Source: an optimization exercise on an open RTL-to-GDS flow (aim: small area and a short achievable clock period). Production flows keep margins and buffers that such runs may drop.
Function was checked by simulation only, so behaviour that the tests miss may differ from the original.

==> job 3660 <==
// processor
module processor(clk, rst, i_dataValid, i_packet, o_answer);
clock: 42.0 ns
lec_check: 0
cap_margin: 20
core_margin: 2
core_utilization: 60
slew_margin: 20
synth_hierarchical: 1
standard.sh (not shown) runs the stock make flow with config.mk's settings and CLKGATE_MAP_FILE= SYNTH_SCRIPT=/design/flow/synth_recipe.tcl, a recipe that flattens the netlist after the stock synthesis.
==> flow/flow/run.sh <==
#!/bin/bash
# Standard layout, with plain buf_1 cells as the buffers that every input and output port gets,
# and timing repair asked to keep 27 ns of setup slack (a 15 ns path) so that the resizer
# buffers and sizes the critical path instead of leaving minimum-size gates on it.
set -euo pipefail
export BUFFER_PORTS_ARGS="-buffer_cell sky130_fd_sc_hd__buf_1"
export SETUP_SLACK_MARGIN=27
bash standard.sh > standard.log 2>&1
==> job 4485: changes against job 3660 <==
==> flow/flow/run.sh (replaced) <==
#!/bin/bash
# Standard layout, with plain buf_1 cells as the buffers that every input and output port gets,
# and timing repair asked to keep 26 ns of setup slack (a 16 ns path) so that the resizer
# buffers and sizes the critical path instead of leaving minimum-size gates on it.
set -euo pipefail
export BUFFER_PORTS_ARGS="-buffer_cell sky130_fd_sc_hd__buf_1"
export SETUP_SLACK_MARGIN=26
bash standard.sh > standard.log 2>&1
==> flow_metrics.py <==
metrics = {
    "outcome": {
        "status": "timing/DRC/antenna clean",
    },
    "global_routing": {
        "grt_util_met1_pct": 39.2,
        "grt_use_met2_pct": 48.2,
    },
    "setup_path": {
        "critPathSlowestCell": "fa_2",
    },
    "layout": {
        "area.growth.synth_to_final_pct": 17.6,
        "sh_seq_area_pct": 10.3,
    },
    "sta": {
        "fmax_mhz": 67.2,
        "post-route-period-util_pct": 35.4,
    },
}
-- figures above: job 3660

==> flow_metrics.py <==
metrics = {
    "outcome": {
        "status": "timing/DRC/antenna clean",
    },
    "global_routing": {
        "grt_use_met2_pct": 46.2,
    },
    "layout": {
        "area.growth.synth_to_final_pct": 7.62,
    },
    "sta": {
        "fmax_mhz": 64.2,
    },
}
-- figures above: job 4485


* * *

==> job 9468 <==
Another version of the RTL of processor (not shown whole).
Settings: LEC_CHECK=0, CAP_MARGIN=20, CORE_MARGIN=2, CORE_UTILIZATION=60, SLEW_MARGIN=20, SYNTH_HIERARCHICAL=1; clock period 42.0 ns.
==> flow/flow/run.sh <==
#!/bin/bash
# Standard layout, with plain buf_1 cells as the buffers that every input and output port gets,
# and timing repair asked to keep 27 ns of setup slack (a 15 ns path) so that the resizer
# buffers and sizes the critical path instead of leaving minimum-size gates on it.
set -euo pipefail
export BUFFER_PORTS_ARGS="-buffer_cell sky130_fd_sc_hd__buf_1"
export SETUP_SLACK_MARGIN=27
bash standard.sh > standard.log 2>&1
==> job 3636 (differences from job 9468) <==
--- a/flow/design.v
+++ b/flow/design.v
@@ -14,15 +14,15 @@
   gctl uc2 (.vld(i_dataValid), .rst(rst), .g(g[2]));
   gctl uc3 (.vld(i_dataValid), .rst(rst), .g(g[3]));
   gate8 ug0 (.d(i_packet[7:0]), .g(g[0]), .q(v[7:0]));
   gate8 ug1 (.d(i_packet[15:8]), .g(g[1]), .q(v[15:8]));
   gate8 ug2 (.d(i_packet[23:16]), .g(g[2]), .q(v[23:16]));
   gate8 ug3 (.d({1'b0, i_packet[30:24]}), .g(g[3]), .q({nc_unused, v[30:24]}));
   wire nc_unused;
-  wire [31:0] a = o_answer;
+  wire [31:0] a = o_answer & {32{~rst}};    
   wire [6:0] rneg = (rf == 7'd0) ? 7'd0 : 7'd100 - rf;
   wire [6:0] rin1 = f ? rf : rneg;        
   wire [6:0] rin0 = f ? rneg : rf;        
   wire [6:0] rin = dir ? rin1 : rin0;
   wire [9:0] c0 = v[11:2];
   wire [9:0] c1 = v[21:12];
   wire [8:0] c2 = v[30:22];
@@ -141,20 +141,15 @@
   xr2 uno_103 (.a(np_70), .b(nG_91), .y(no_103));
   wire no_104;
   xr2 uno_104 (.a(np_72), .b(nG_93), .y(no_104));
   wire no_105;
   xr2 uno_105 (.a(np_74), .b(nG_95), .y(no_105));
   wire [8:0] fp = {nG_97, no_105, no_104, no_103, no_102, no_101, no_100, no_99, np_60};
   wire [4:0] rr;
-  wire [4:0] fpf = fp[8:4];
-  assign rr[0] = (fpf == 5'd2) | (fpf == 5'd3) | (fpf == 5'd5) | (fpf == 5'd6) | (fpf == 5'd8) | (fpf == 5'd9) | (fpf == 5'd11) | (fpf == 5'd12) | (fpf == 5'd15) | (fpf == 5'd18) | (fpf == 5'd21) | (fpf == 5'd24) | (fpf == 5'd27) | (fpf == 5'd28) | (fpf == 5'd30) | (fpf == 5'd31);
-  assign rr[1] = (fpf == 5'd2) | (fpf == 5'd3) | (fpf == 5'd4) | (fpf == 5'd8) | (fpf == 5'd9) | (fpf == 5'd10) | (fpf == 5'd15) | (fpf == 5'd16) | (fpf == 5'd17) | (fpf == 5'd21) | (fpf == 5'd22) | (fpf == 5'd23) | (fpf == 5'd27) | (fpf == 5'd28) | (fpf == 5'd29);
-  assign rr[2] = (fpf == 5'd2) | (fpf == 5'd3) | (fpf == 5'd4) | (fpf == 5'd5) | (fpf == 5'd6) | (fpf == 5'd7) | (fpf == 5'd15) | (fpf == 5'd16) | (fpf == 5'd17) | (fpf == 5'd18) | (fpf == 5'd19) | (fpf == 5'd20) | (fpf == 5'd27) | (fpf == 5'd28) | (fpf == 5'd29) | (fpf == 5'd30) | (fpf == 5'd31);
-  assign rr[3] = (fpf == 5'd4) | (fpf == 5'd7) | (fpf == 5'd10) | (fpf == 5'd13) | (fpf == 5'd14) | (fpf == 5'd15) | (fpf == 5'd18) | (fpf == 5'd21) | (fpf == 5'd24) | (fpf == 5'd29);
-  assign rr[4] = (fpf == 5'd1) | (fpf == 5'd3) | (fpf == 5'd6) | (fpf == 5'd9) | (fpf == 5'd12) | (fpf == 5'd14) | (fpf == 5'd17) | (fpf == 5'd20) | (fpf == 5'd23) | (fpf == 5'd26) | (fpf == 5'd28) | (fpf == 5'd31);
+  ftab utab (.f(fp[8:4]), .rr(rr));
   wire [5:0] s = {1'b0, rr} + {2'b0, fp[3:0]};
   wire [4:0] ry = (s >= 6'd25) ? s[4:0] + 5'd7 : s[4:0];
   wire [6:0] m = {ry, uq[1:0]};
   wire ng_106, np_107;
   ha unp_107 (.a(c1[0]), .b(c2n[0]), .s(np_107), .co(ng_106));
   wire ng_108, np_109;
   ha unp_109 (.a(c1[1]), .b(c2n[1]), .s(np_109), .co(ng_108));
@@ -773,19 +768,26 @@
   xr2 uno_663 (.a(np_437), .b(nG_626), .y(no_663));
   wire no_664;
   xr2 uno_664 (.a(np_439), .b(nG_628), .y(no_664));
   wire no_665;
   xr2 uno_665 (.a(np_441), .b(nG_630), .y(no_665));
   wire [31:0] sum = {no_665, no_664, no_663, no_662, no_661, no_660, no_659, no_658, no_657, no_656, no_655, no_654, no_653, no_652, no_651, no_650, no_649, no_648, no_647, no_646, no_645, no_644, no_643, no_642, no_641, no_640, no_639, no_638, no_637, no_636, no_635, no_634};
   always @(posedge clk) begin
-    o_answer <= rst ? 32'd0 : sum;
+    o_answer <= sum;
     rf <= rst ? 7'd50 : m;
     f <= dir;
   end
 endmodule
+module ftab(input [4:0] f, output [4:0] rr);
+  assign rr[0] = (f == 5'd2) | (f == 5'd3) | (f == 5'd5) | (f == 5'd6) | (f == 5'd8) | (f == 5'd9) | (f == 5'd11) | (f == 5'd12) | (f == 5'd15) | (f == 5'd18) | (f == 5'd21) | (f == 5'd24) | (f == 5'd27) | (f == 5'd28) | (f == 5'd30) | (f == 5'd31);
+  assign rr[1] = (f == 5'd2) | (f == 5'd3) | (f == 5'd4) | (f == 5'd8) | (f == 5'd9) | (f == 5'd10) | (f == 5'd15) | (f == 5'd16) | (f == 5'd17) | (f == 5'd21) | (f == 5'd22) | (f == 5'd23) | (f == 5'd27) | (f == 5'd28) | (f == 5'd29);
+  assign rr[2] = (f == 5'd2) | (f == 5'd3) | (f == 5'd4) | (f == 5'd5) | (f == 5'd6) | (f == 5'd7) | (f == 5'd15) | (f == 5'd16) | (f == 5'd17) | (f == 5'd18) | (f == 5'd19) | (f == 5'd20) | (f == 5'd27) | (f == 5'd28) | (f == 5'd29) | (f == 5'd30) | (f == 5'd31);
+  assign rr[3] = (f == 5'd4) | (f == 5'd7) | (f == 5'd10) | (f == 5'd13) | (f == 5'd14) | (f == 5'd15) | (f == 5'd18) | (f == 5'd21) | (f == 5'd24) | (f == 5'd29);
+  assign rr[4] = (f == 5'd1) | (f == 5'd3) | (f == 5'd6) | (f == 5'd9) | (f == 5'd12) | (f == 5'd14) | (f == 5'd17) | (f == 5'd20) | (f == 5'd23) | (f == 5'd26) | (f == 5'd28) | (f == 5'd31);
+endmodule
 module gctl(input vld, input rst, output g);
   assign g = vld & ~rst;
 endmodule
 module gate8(input [7:0] d, input g, output [7:0] q);
   assign q = d & {8{g}};
 endmodule
 module fa(input a, input b, input c, output s, output co);
==> job 2738 (differences from job 9468) <==
--- a/flow/design.v
+++ b/flow/design.v
@@ -14,15 +14,15 @@
   gctl uc2 (.vld(i_dataValid), .rst(rst), .g(g[2]));
   gctl uc3 (.vld(i_dataValid), .rst(rst), .g(g[3]));
   gate8 ug0 (.d(i_packet[7:0]), .g(g[0]), .q(v[7:0]));
   gate8 ug1 (.d(i_packet[15:8]), .g(g[1]), .q(v[15:8]));
   gate8 ug2 (.d(i_packet[23:16]), .g(g[2]), .q(v[23:16]));
   gate8 ug3 (.d({1'b0, i_packet[30:24]}), .g(g[3]), .q({nc_unused, v[30:24]}));
   wire nc_unused;
-  wire [31:0] a = o_answer;
+  wire [31:0] a = o_answer & {32{~rst}};    
   wire [6:0] rneg = (rf == 7'd0) ? 7'd0 : 7'd100 - rf;
   wire [6:0] rin1 = f ? rf : rneg;        
   wire [6:0] rin0 = f ? rneg : rf;        
   wire [6:0] rin = dir ? rin1 : rin0;
   wire [9:0] c0 = v[11:2];
   wire [9:0] c1 = v[21:12];
   wire [8:0] c2 = v[30:22];
@@ -141,20 +141,15 @@
   xr2 uno_103 (.a(np_70), .b(nG_91), .y(no_103));
   wire no_104;
   xr2 uno_104 (.a(np_72), .b(nG_93), .y(no_104));
   wire no_105;
   xr2 uno_105 (.a(np_74), .b(nG_95), .y(no_105));
   wire [8:0] fp = {nG_97, no_105, no_104, no_103, no_102, no_101, no_100, no_99, np_60};
   wire [4:0] rr;
-  wire [4:0] fpf = fp[8:4];
-  assign rr[0] = (fpf == 5'd2) | (fpf == 5'd3) | (fpf == 5'd5) | (fpf == 5'd6) | (fpf == 5'd8) | (fpf == 5'd9) | (fpf == 5'd11) | (fpf == 5'd12) | (fpf == 5'd15) | (fpf == 5'd18) | (fpf == 5'd21) | (fpf == 5'd24) | (fpf == 5'd27) | (fpf == 5'd28) | (fpf == 5'd30) | (fpf == 5'd31);
-  assign rr[1] = (fpf == 5'd2) | (fpf == 5'd3) | (fpf == 5'd4) | (fpf == 5'd8) | (fpf == 5'd9) | (fpf == 5'd10) | (fpf == 5'd15) | (fpf == 5'd16) | (fpf == 5'd17) | (fpf == 5'd21) | (fpf == 5'd22) | (fpf == 5'd23) | (fpf == 5'd27) | (fpf == 5'd28) | (fpf == 5'd29);
-  assign rr[2] = (fpf == 5'd2) | (fpf == 5'd3) | (fpf == 5'd4) | (fpf == 5'd5) | (fpf == 5'd6) | (fpf == 5'd7) | (fpf == 5'd15) | (fpf == 5'd16) | (fpf == 5'd17) | (fpf == 5'd18) | (fpf == 5'd19) | (fpf == 5'd20) | (fpf == 5'd27) | (fpf == 5'd28) | (fpf == 5'd29) | (fpf == 5'd30) | (fpf == 5'd31);
-  assign rr[3] = (fpf == 5'd4) | (fpf == 5'd7) | (fpf == 5'd10) | (fpf == 5'd13) | (fpf == 5'd14) | (fpf == 5'd15) | (fpf == 5'd18) | (fpf == 5'd21) | (fpf == 5'd24) | (fpf == 5'd29);
-  assign rr[4] = (fpf == 5'd1) | (fpf == 5'd3) | (fpf == 5'd6) | (fpf == 5'd9) | (fpf == 5'd12) | (fpf == 5'd14) | (fpf == 5'd17) | (fpf == 5'd20) | (fpf == 5'd23) | (fpf == 5'd26) | (fpf == 5'd28) | (fpf == 5'd31);
+  ftab utab (.f(fp[8:4]), .rr(rr));
   wire [5:0] s = {1'b0, rr} + {2'b0, fp[3:0]};
   wire [4:0] ry = (s >= 6'd25) ? s[4:0] + 5'd7 : s[4:0];
   wire [6:0] m = {ry, uq[1:0]};
   wire ng_106, np_107;
   ha unp_107 (.a(c1[0]), .b(c2n[0]), .s(np_107), .co(ng_106));
   wire ng_108, np_109;
   ha unp_109 (.a(c1[1]), .b(c2n[1]), .s(np_109), .co(ng_108));
@@ -773,19 +768,26 @@
   xr2 uno_663 (.a(np_437), .b(nG_626), .y(no_663));
   wire no_664;
   xr2 uno_664 (.a(np_439), .b(nG_628), .y(no_664));
   wire no_665;
   xr2 uno_665 (.a(np_441), .b(nG_630), .y(no_665));
   wire [31:0] sum = {no_665, no_664, no_663, no_662, no_661, no_660, no_659, no_658, no_657, no_656, no_655, no_654, no_653, no_652, no_651, no_650, no_649, no_648, no_647, no_646, no_645, no_644, no_643, no_642, no_641, no_640, no_639, no_638, no_637, no_636, no_635, no_634};
   always @(posedge clk) begin
-    o_answer <= rst ? 32'd0 : sum;
+    o_answer <= sum;
     rf <= rst ? 7'd50 : m;
     f <= dir;
   end
 endmodule
+module ftab(input [4:0] f, output [4:0] rr);
+  assign rr[0] = (f == 5'd2) | (f == 5'd3) | (f == 5'd5) | (f == 5'd6) | (f == 5'd8) | (f == 5'd9) | (f == 5'd11) | (f == 5'd12) | (f == 5'd15) | (f == 5'd18) | (f == 5'd21) | (f == 5'd24) | (f == 5'd27) | (f == 5'd28) | (f == 5'd30) | (f == 5'd31);
+  assign rr[1] = (f == 5'd2) | (f == 5'd3) | (f == 5'd4) | (f == 5'd8) | (f == 5'd9) | (f == 5'd10) | (f == 5'd15) | (f == 5'd16) | (f == 5'd17) | (f == 5'd21) | (f == 5'd22) | (f == 5'd23) | (f == 5'd27) | (f == 5'd28) | (f == 5'd29);
+  assign rr[2] = (f == 5'd2) | (f == 5'd3) | (f == 5'd4) | (f == 5'd5) | (f == 5'd6) | (f == 5'd7) | (f == 5'd15) | (f == 5'd16) | (f == 5'd17) | (f == 5'd18) | (f == 5'd19) | (f == 5'd20) | (f == 5'd27) | (f == 5'd28) | (f == 5'd29) | (f == 5'd30) | (f == 5'd31);
+  assign rr[3] = (f == 5'd4) | (f == 5'd7) | (f == 5'd10) | (f == 5'd13) | (f == 5'd14) | (f == 5'd15) | (f == 5'd18) | (f == 5'd21) | (f == 5'd24) | (f == 5'd29);
+  assign rr[4] = (f == 5'd1) | (f == 5'd3) | (f == 5'd6) | (f == 5'd9) | (f == 5'd12) | (f == 5'd14) | (f == 5'd17) | (f == 5'd20) | (f == 5'd23) | (f == 5'd26) | (f == 5'd28) | (f == 5'd31);
+endmodule
 module gctl(input vld, input rst, output g);
   assign g = vld & ~rst;
 endmodule
 module gate8(input [7:0] d, input g, output [7:0] q);
   assign q = d & {8{g}};
 endmodule
 module fa(input a, input b, input c, output s, output co);
==> flow/flow/run.sh (replaced) <==
#!/bin/bash
# Standard layout, with plain buf_1 cells as the buffers that every input and output port gets,
# and timing repair asked to keep 26.5 ns of setup slack (a 15.5 ns path) so that the resizer
# buffers and sizes the critical path instead of leaving minimum-size gates on it.
set -euo pipefail
export BUFFER_PORTS_ARGS="-buffer_cell sky130_fd_sc_hd__buf_1"
export SETUP_SLACK_MARGIN=26.5
bash standard.sh > standard.log 2>&1
==> job 5582 (differences from job 9468) <==
==> flow/flow/run.sh (replaced) <==
#!/bin/bash
# Standard layout, with plain buf_1 cells as the buffers that every input and output port gets,
# and timing repair asked to keep 26 ns of setup slack (a 16 ns path) so that the resizer
# buffers and sizes the critical path instead of leaving minimum-size gates on it.
set -euo pipefail
export BUFFER_PORTS_ARGS="-buffer_cell sky130_fd_sc_hd__buf_1"
export SETUP_SLACK_MARGIN=26
bash standard.sh > standard.log 2>&1
==> results by group <==
Status
  • Status: timing/DRC/antenna clean

Clocking
  • Register clock-pin slew on the reported worst setup and hold paths: 0.09 ns
  • Worst-Skew Late Latency: 0.31 ns

Route
  • Vias per inst: 5.55
  • DR WL/cell: 17.5 µm
  • Wire length on met1: 6490 µm

Setup path
  • Worst-case reg-to-reg path depth: 33
  • R2R Path Start: rf[1]
  • Critical path required time: 42.21 ns
  • Critical path depth in cells: 32
  • Arrival time worst endpoint: 15.13 ns

Timing
  • Final worst slack: 27.08 ns
  • Min cycle time layout: 14.92 ns

GRT
  • Vias in the first global route: 5255
  • Largest net degree at the start of global routing: 23
  • Met2 GRT Util: 50.2%

Layout
  • Utilization after layout: 74.3%
  • Synthesis-to-finish area growth: 21.4%
That was job 3636.
==> results by group <==
Timing
  • Final worst slack: 27.10 ns

Setup path
  • Critical path required time: 42.21 ns
  • R2R Path Start: rf[3]
  • Worst-case reg-to-reg path depth: 28
  • Arrival time worst endpoint: 15.11 ns
  • Critical path depth in cells: 30

Layout
  • Utilization after layout: 74.3%

Route
  • DR WL/cell: 17.8 µm
  • Wire length on met1: 7000 µm

Clocking
  • Register clock-pin slew on the reported worst setup and hold paths: 0.08 ns

Status
  • Status: timing/DRC/antenna clean

GRT
  • Largest net degree at the start of global routing: 27
  • Met2 GRT Util: 48.4%
That was job 9468.
==> results by group <==
Status
  • Status: timing/DRC/antenna clean

Timing
  • Min cycle time layout: 15.59 ns
  • Final worst slack: 26.41 ns

Route
  • Wire length on met1: 6410 µm
  • DR WL/cell: 16.5 µm
  • Vias per inst: 5.72

Setup path
  • R2R Path Start: f
  • Critical path required time: 42.20 ns
  • Critical path depth in cells: 29

GRT
  • Met2 GRT Util: 45.1%
  • Largest net degree at the start of global routing: 47

Layout
  • Synthesis-to-finish area growth: 8.15%

Clocking
  • Register clock-pin slew on the reported worst setup and hold paths: 0.08 ns
  • Worst-Skew Late Latency: 0.31 ns
That was job 5582.
==> results by group <==
GRT
  • Largest net degree at the start of global routing: 44
  • Met2 GRT Util: 46.8%

Layout
  • Utilization after layout: 69.1%

Route
  • DR WL/cell: 17.5 µm
  • Wire length on met1: 6430 µm

Timing
  • Min cycle time layout: 15.26 ns

Setup path
  • Worst-case reg-to-reg path depth: 30
  • R2R Path Start: rf[0]
  • Critical path depth in cells: 29

Status
  • Status: timing/DRC/antenna clean

Clocking
  • Worst-Skew Late Latency: 0.32 ns
That was job 2738.

==> what the ideal ports hide <==
The flow's constraints put no driver on any port. The routed layouts listed below were extracted and timed again, unchanged, in two steps. Step 1 sets driving cells, clkbuf_16 on the clock port and buf_2 on the other inputs (assumed; they add their load-dependent delay and slew). Step 2 times the ports against the registers' clock, not the clock port: input delays grow and output delays shrink by t, the midpoint of the rising clock arrivals with the driver on. Slacks: no drivers / after step 1 / after step 2; pairs: no drivers / after step 1.
| run | t (ns) | setup slack, ns | worst data-port slew with drivers (ns) | pins driven straight from the clock port |
|---|---|---|---|---|
| job 3660 | 0.353 | 27.114 / 27.108 / 26.755 | 0.06 | 1 |
| job 4485 | 0.363 | 26.430 / 26.444 / 26.080 | 0.04 | 1 |
| job 9468 | 0.349 | 27.105 / 27.102 / 26.753 | 0.05 | 1 |
| job 3636 | 0.343 | 27.076 / 27.068 / 26.726 | 0.06 | 1 |
| job 2738 | 0.353 | 26.745 / 26.758 / 26.405 | 0.04 | 1 |
| job 5582 | 0.343 | 26.411 / 26.413 / 26.070 | 0.04 | 1 |
After both steps setup and hold are still met in every run listed. The setup slack of job 3660, which loses most, moves by -0.006 ns with the drivers and by -0.359 ns with both steps.
